Context: an optimization exercise on an open-source flow, tuned for small area, a short achievable clock period and few clock cycles. The choices shown serve that exercise and are no tape-out recipe. At most, simulation tests tie the RTL to the original design; equivalence was not proved. Power figures rest on the tool's default switching activity, not on a simulated workload.

## huffman
module huffman(clk, reset, sram_a, sram_d, sram_wen, sram_q, finish);
==> flow/config.mk <==
export PLATFORM = sky130hd
export DESIGN_NAME = huffman
export DESIGN_NICKNAME = huffman
export VERILOG_FILES = /design/flow/design.v
export SDC_FILE = /design/flow/constraint.sdc
export NUM_CORES = 4
export LEC_CHECK = 0
export CAP_MARGIN = 20
export CORE_MARGIN = 2
export CORE_UTILIZATION = 30
export SETUP_SLACK_MARGIN = 4.0
export SLEW_MARGIN = 20
==> flow/constraint.sdc <==
create_clock -name core_clock -period 7.0 [get_ports {clk}]
set_input_delay 1.4000 -clock core_clock [delete_from_list [all_inputs] [get_ports {clk}]]
set_output_delay 1.4000 -clock core_clock [all_outputs]
set_load 0.01 [all_outputs]
standard.sh (not shown) runs the stock make flow with config.mk's settings and CLKGATE_MAP_FILE= SYNTH_SCRIPT=/design/flow/synth_recipe.tcl, a recipe that flattens the netlist after the stock synthesis.
==> flow/flow/run.sh <==
#!/bin/bash
# Own layout flow: the standard synthesis, then the combinational logic
# re-mapped by ABC with its default (area-recovering) script, keeping every
# register instance of the standard synthesis as it is; then the standard
# layout from floorplan to finish on the re-mapped netlist.
set -euo pipefail
W=$(pwd)
YOSYS=${FLOW_HOME}/../tools/install/yosys/bin/yosys
R=$W/orfs/results/${FLOW_PLATFORM}/huffman/base

bash standard.sh synth > $W/flow_synth.log 2>&1
cp $R/1_2_yosys.v $W/std_synth.v
cd $W
$YOSYS -s $W/flow/remap.ys > $W/flow_remap.log 2>&1
cp $W/remapped.v $R/1_2_yosys.v
rm -f $R/1_synth.odb
bash standard.sh finish > $W/flow_finish.log 2>&1
==> flow/flow/remap.ys <==
read_liberty -ignore_miss_func /OpenROAD-flow-scripts/flow/platforms/sky130hd/lib/sky130_fd_sc_hd__tt_025C_1v80.lib
read_verilog std_synth.v
hierarchy -top huffman
setattr -mod -set keep_hierarchy 1 sky130_fd_sc_hd__df* sky130_fd_sc_hd__edf* sky130_fd_sc_hd__conb_1
flatten
opt_clean
abc -liberty /OpenROAD-flow-scripts/flow/platforms/sky130hd/lib/sky130_fd_sc_hd__tt_025C_1v80.lib -dont_use *lpflow* -dont_use *probe* -script +strash;dch,-f;map,-a;buffer,-c;upsize,-c;dnsize,-c
opt_clean -purge
setundef -zero
hilomap -singleton -hicell sky130_fd_sc_hd__conb_1 HI -locell sky130_fd_sc_hd__conb_1 LO
splitnets
insbuf -buf sky130_fd_sc_hd__buf_4 A X
opt_clean -purge
select huffman
stat -liberty /OpenROAD-flow-scripts/flow/platforms/sky130hd/lib/sky130_fd_sc_hd__tt_025C_1v80.lib
write_verilog -noattr -selected remapped.v
The starting point finished clean.
Then changed:
==> flow/run.sh (new file) <==
#!/bin/bash
# synth_recipe.tcl (not shown) runs the flow's synth.tcl, then flattens the netlist and writes it again
# the make line also repeats each setting of config.mk as NAME=value (left out here)
make -C /OpenROAD-flow-scripts/flow DESIGN_CONFIG=/design/flow/config.mk WORK_HOME=/design/flow/orfs CLKGATE_MAP_FILE= SYNTH_SCRIPT=/design/flow/synth_recipe.tcl finish
removed: flow/flow/run.sh
removed: flow/flow/remap.ys
removed: flow/standard.sh
After rerunning: The new run completed with no timing, DRC or antenna violations; wire length shrinks by a little under a tenth; clock skew shrinks by 4.0 ps; global-route usage shrinks by 2.8 points; via count shrinks slightly; clock power grows by a few percent; non-clock buffer count grows by 2; critical path depth shrinks by 12; power shrinks by about a fifth; final area grows by a few percent; maximum frequency grows slightly; worst hold slack loses 3.9 ps.
Then changed:
==> flow/flow/run.sh (new file) <==
#!/bin/bash
# Own layout flow: the standard synthesis, then the combinational logic
# re-mapped by ABC with its default (area-recovering) script, keeping every
# register instance of the standard synthesis as it is; then the standard
# layout from floorplan to finish on the re-mapped netlist.
set -euo pipefail
W=$(pwd)
YOSYS=${FLOW_HOME}/../tools/install/yosys/bin/yosys
R=$W/orfs/results/${FLOW_PLATFORM}/huffman/base

bash standard.sh synth > $W/flow_synth.log 2>&1
cp $R/1_2_yosys.v $W/std_synth.v
cd $W
$YOSYS -s $W/flow/remap.ys > $W/flow_remap.log 2>&1
cp $W/remapped.v $R/1_2_yosys.v
rm -f $R/1_synth.odb
bash standard.sh finish > $W/flow_finish.log 2>&1
==> flow/flow/remap.ys (new file) <==
read_liberty -ignore_miss_func /OpenROAD-flow-scripts/flow/platforms/sky130hd/lib/sky130_fd_sc_hd__tt_025C_1v80.lib
read_verilog std_synth.v
hierarchy -top huffman
setattr -mod -set keep_hierarchy 1 sky130_fd_sc_hd__df* sky130_fd_sc_hd__edf* sky130_fd_sc_hd__conb_1
flatten
opt_clean
abc -liberty /OpenROAD-flow-scripts/flow/platforms/sky130hd/lib/sky130_fd_sc_hd__tt_025C_1v80.lib -dont_use *lpflow* -dont_use *probe*
opt_clean -purge
setundef -zero
hilomap -singleton -hicell sky130_fd_sc_hd__conb_1 HI -locell sky130_fd_sc_hd__conb_1 LO
splitnets
insbuf -buf sky130_fd_sc_hd__buf_4 A X
opt_clean -purge
select huffman
stat -liberty /OpenROAD-flow-scripts/flow/platforms/sky130hd/lib/sky130_fd_sc_hd__tt_025C_1v80.lib
write_verilog -noattr -selected remapped.v
==> flow/standard.sh (new file) <==
#!/bin/bash
# synth_recipe.tcl (not shown) runs the flow's synth.tcl, then flattens the netlist and writes it again
# the make line also repeats each setting of config.mk as NAME=value (left out here)
make -C /OpenROAD-flow-scripts/flow DESIGN_CONFIG=/design/flow/config.mk WORK_HOME=/design/flow/orfs CLKGATE_MAP_FILE= SYNTH_SCRIPT=/design/flow/synth_recipe.tcl "${@:-finish}"
removed: flow/run.sh
Effect: Global-route usage came out lower by 0.34 points; count of clock-buffer cells in the layout is unchanged; via count goes down by a little under a tenth; synthesized cell count came out lower by roughly a tenth.
No functional check of the RTL was part of any run of this note.

* * *

## north
Another version of the RTL of huffman (not shown whole).
For scale: ~950 cells after synthesis, roughly 30 I/O pins, about 0.0077 sq mm of cells after synthesis.
Settings: LEC_CHECK=0, CAP_MARGIN=20, CORE_MARGIN=2, CORE_UTILIZATION=30, CTS_BUF_LIST=sky130_fd_sc_hd__clkbuf_4 sky130_fd_sc_hd__clkbuf_8, CTS_CLUSTER_SIZE=30, SETUP_SLACK_MARGIN=4.4, SLEW_MARGIN=20; clock period 7.0 ns.
==> flow/flow/run.sh <==
#!/bin/bash
# Own layout flow: the standard synthesis, then the combinational logic
# re-mapped by ABC with its default (area-recovering) script, keeping every
# register instance of the standard synthesis as it is; then the standard
# layout from floorplan to finish on the re-mapped netlist, with every input
# and output port buffered by a plain buffer (sky130_fd_sc_hd__buf_2) rather
# than the delay cell buffer_ports picks by default.
set -euo pipefail
W=$(pwd)
YOSYS=${FLOW_HOME}/../tools/install/yosys/bin/yosys
R=$W/orfs/results/${FLOW_PLATFORM}/huffman/base

bash standard.sh synth > $W/flow_synth.log 2>&1
cp $R/1_2_yosys.v $W/std_synth.v
cd $W
$YOSYS -s $W/flow/remap.ys > $W/flow_remap.log 2>&1
python3 $W/flow/fixports.py $W/remapped0.v $W/remapped.v > $W/flow_fixports.log 2>&1
cp $W/remapped.v $R/1_2_yosys.v
rm -f $R/1_synth.odb
BUFFER_PORTS_ARGS='-buffer_cell sky130_fd_sc_hd__buf_2' bash standard.sh finish > $W/flow_finish.log 2>&1
Other scripts of this flow, unchanged in this note and not shown: flow/flow/fixports.py, flow/flow/remap.ys
north: PASS, flow complete, no timing, DRC or antenna violations
Input-level comparison between south and north:
- CORE_UTILIZATION changed from 30 to 50
- SETUP_SLACK_MARGIN changed from 4.4 to 4.6
Compared with north, south is hungrier on power.
Compared with north, in south aggregate global-route resource usage shows an increase of 16 points, number of standard cells in the final layout excluding fillers lost 8.5%, final design area excluding fillers moved up, peak supply drop rose by about 64%.
south vs north, proportion of total power due to net switching went up by 2.4 points.
Via count of the first global-routing pass for south is higher than for north.
No functional check of the RTL was part of any run of this note.

* * *

v49:
huffman, a different RTL version from the one above (not shown whole).
Size: about 970 cells after synthesis, roughly 30 I/O pins, ~7700 um2 of cells after synthesis.
==> flow/design.v (excerpt) <==
module huffman(clk, reset, sram_a, sram_d, sram_wen, sram_q, finish);
input            clk;
input            reset;
output     [9:0] sram_a;
output     [7:0] sram_d;
output reg       sram_wen;
input      [7:0] sram_q;
output reg       finish;
reg [7:0] a;           
reg [6:0] X;           
reg       rd, lf, wr;  
reg       s1, s2, sf;  
reg [2:0] k;           
reg       hm;          
reg [6:0] cnt [0:5];
reg [4:0] R   [0:5];
reg [5:0] Q   [0:5];
assign sram_a = {2'b00, a};
assign sram_d = {1'b0, X};
integer s, j;
function lt7(input [6:0] x, input [6:0] y);
    reg [6:0] l, g;
    reg l10, g10, l32, g32, l54, g54, l30, g30, l64, g64;
    begin
        l = ~x & y;
        g = x & ~y;
        l10 = l[1] | (~g[1] & l[0]);  g10 = g[1] | (~l[1] & g[0]);
        l32 = l[3] | (~g[3] & l[2]);  g32 = g[3] | (~l[3] & g[2]);
        l54 = l[5] | (~g[5] & l[4]);  g54 = g[5] | (~l[5] & g[4]);
        l30 = l32 | (~g32 & l10);     g30 = g32 | (~l32 & g10);
        l64 = l[6] | (~g[6] & l54);   g64 = g[6] | (~l[6] & g54);
        lt7 = l64 | (~g64 & l30);
    end
endfunction
reg [6:0] n_cnt [0:5];
reg [5:0] lt, in, nw;
reg [4:0] T;
reg [6:0] selA, selB, selL;
reg [5:0] selQ, W;
reg [4:0] Mo, Ho;
reg [6:0] nX;
always @(*) begin
    for (s = 0; s < 6; s = s + 1) begin
        n_cnt[s] = cnt[s] + {6'd0, rd && a != 8'd0 && sram_q[2:0] == s + 1};
        lt[s] = lt7(cnt[s], X);
        in[s] = (rd || lf) ? s < k : !R[s][3];
        nw[s] = (rd || lf) ? s == k : R[s][3];
    end
    for (j = 0; j < 5; j = j + 1) begin
        T[j] = 1'b0;
        for (s = 0; s < 6; s = s + 1)
            if (in[s] && lt[s] && (j == 0 || R[s][j - 1])) T[j] = 1'b1;
    end
    selA = 7'd0; selB = 7'd0; selL = 7'd0; selQ = 6'd0;
  ...
export LEC_CHECK = 0
export CAP_MARGIN = 20
export CORE_MARGIN = 2
export CORE_UTILIZATION = 50
export CTS_BUF_LIST = sky130_fd_sc_hd__clkbuf_4 sky130_fd_sc_hd__clkbuf_8
export CTS_CLUSTER_SIZE = 30
export SETUP_SLACK_MARGIN = 4.0
export SLEW_MARGIN = 20
create_clock -name core_clock -period 7.0 [get_ports {clk}]
Scripts as last shown in full above: flow/flow/run.sh
Other scripts of this flow, unchanged in this note and not shown: flow/flow/fixports.py, flow/flow/remap.ys
Testbench counts of v49, summed over its fixed seeds: cycles 8,192.
Modified inputs, v2 compared to v49
- CORE_UTILIZATION now 30, was 50
- SETUP_SLACK_MARGIN now 4.3, was 4.0
[summary]
v2: no failed stages, no open violations at the end
Against v49, v2 comes in 3.5 points lower on power share of the clock group.
Of the two values seen for capture point of the worst path, R[0][2] was produced by v2 and R[5][0] by v49.
The die area of v2 is higher than that of v49.
The critical path required time of v2 and that of v49 are within noise of each other.
Taking v49 as the reference, in v2 routed metal-1 wire length up about 11%, met1 layer usage reported by global route down 16 points.
Against v49 as the reference, v2 delivers a lower power density relative to cell area.
For the sequential share of layout area, v2 came in 1.8 points lower than v49 did.
Compared with v49, v2 instantiates a larger number of standard cells.
Maximum operating frequency (v2 / v49): 1.11
v2 against v49; switching power summed over all nets is down by a few percent.
Cell area in v2 vs v49: up 680 um2
For v22, these inputs were changed with respect to v2:
- SETUP_SLACK_MARGIN now 4.4, was 4.3
==> comparison <==
- In terms of worst-case hold slack, v2 and v22 differ only marginally.
- Status: sequential logic power parity (v2, v22)
- Final area (v22 vs. v2) increases by a few percent
- Cmp v22 and v2 / non-filler instance count after layout / higher: v22

port drivers added, routing unchanged:
No port has a modelled driver above. Below, the same layouts with a new extraction and two added sets of constraints.
Step 1 (the two cells are an assumption about what drives the block):
set clk [get_ports {clk}]
set_driving_cell -lib_cell sky130_fd_sc_hd__clkbuf_16 $clk
set_driving_cell -lib_cell sky130_fd_sc_hd__buf_2 [delete_from_list [all_inputs] $clk]
Step 2 adds t to the input delays and takes it off the output delays; t is the mean of the earliest and latest rising clock arrival at the registers after step 1. Input paths then give back, and output paths get back, about the clock's delay inside the block.
a / b / c = ideal / step 1 / step 2; a / b = the first two.
| run | t (ns) | setup slack, ns | hold slack, ns | slew at the worst register clock pin (ns) | cell pins on the clock port's net |
|---|---|---|---|---|---|
| the first run of note 1 | 0.491 | 4.041 / 4.027 / 3.668 | 0.458 / 0.458 / 0.458 | 0.08 / 0.08 | 1 |
| the second run of note 1 | 0.470 | 4.059 / 4.013 / 3.644 | 0.454 / 0.454 / 0.454 | 0.07 / 0.07 | 1 |
| the third run of note 1 | 0.473 | 4.020 / 4.018 / 3.718 | 0.467 / 0.467 / 0.467 | 0.07 / 0.07 | 1 |
| north | 0.506 | 3.995 / 3.995 / 3.995 | 0.493 / 0.493 / 0.493 | 0.09 / 0.09 | 1 |
| south | 0.502 | 4.036 / 4.036 / 4.036 | 0.508 / 0.508 / 0.508 | 0.10 / 0.10 | 1 |
| v49 | 0.506 | 4.041 / 4.041 / 3.702 | 0.469 / 0.469 / 0.469 | 0.10 / 0.10 | 1 |
| v2 | 0.500 | 4.337 / 4.337 / 3.854 | 0.469 / 0.469 / 0.469 | 0.09 / 0.09 | 1 |
| v22 | 0.510 | 4.331 / 4.331 / 3.923 | 0.469 / 0.469 / 0.469 | 0.09 / 0.09 | 1 |
After both steps every run listed still meets setup and hold. For v2, which loses most, drivers alone change the setup slack by 0.000 ns; drivers and shift together by -0.483 ns.
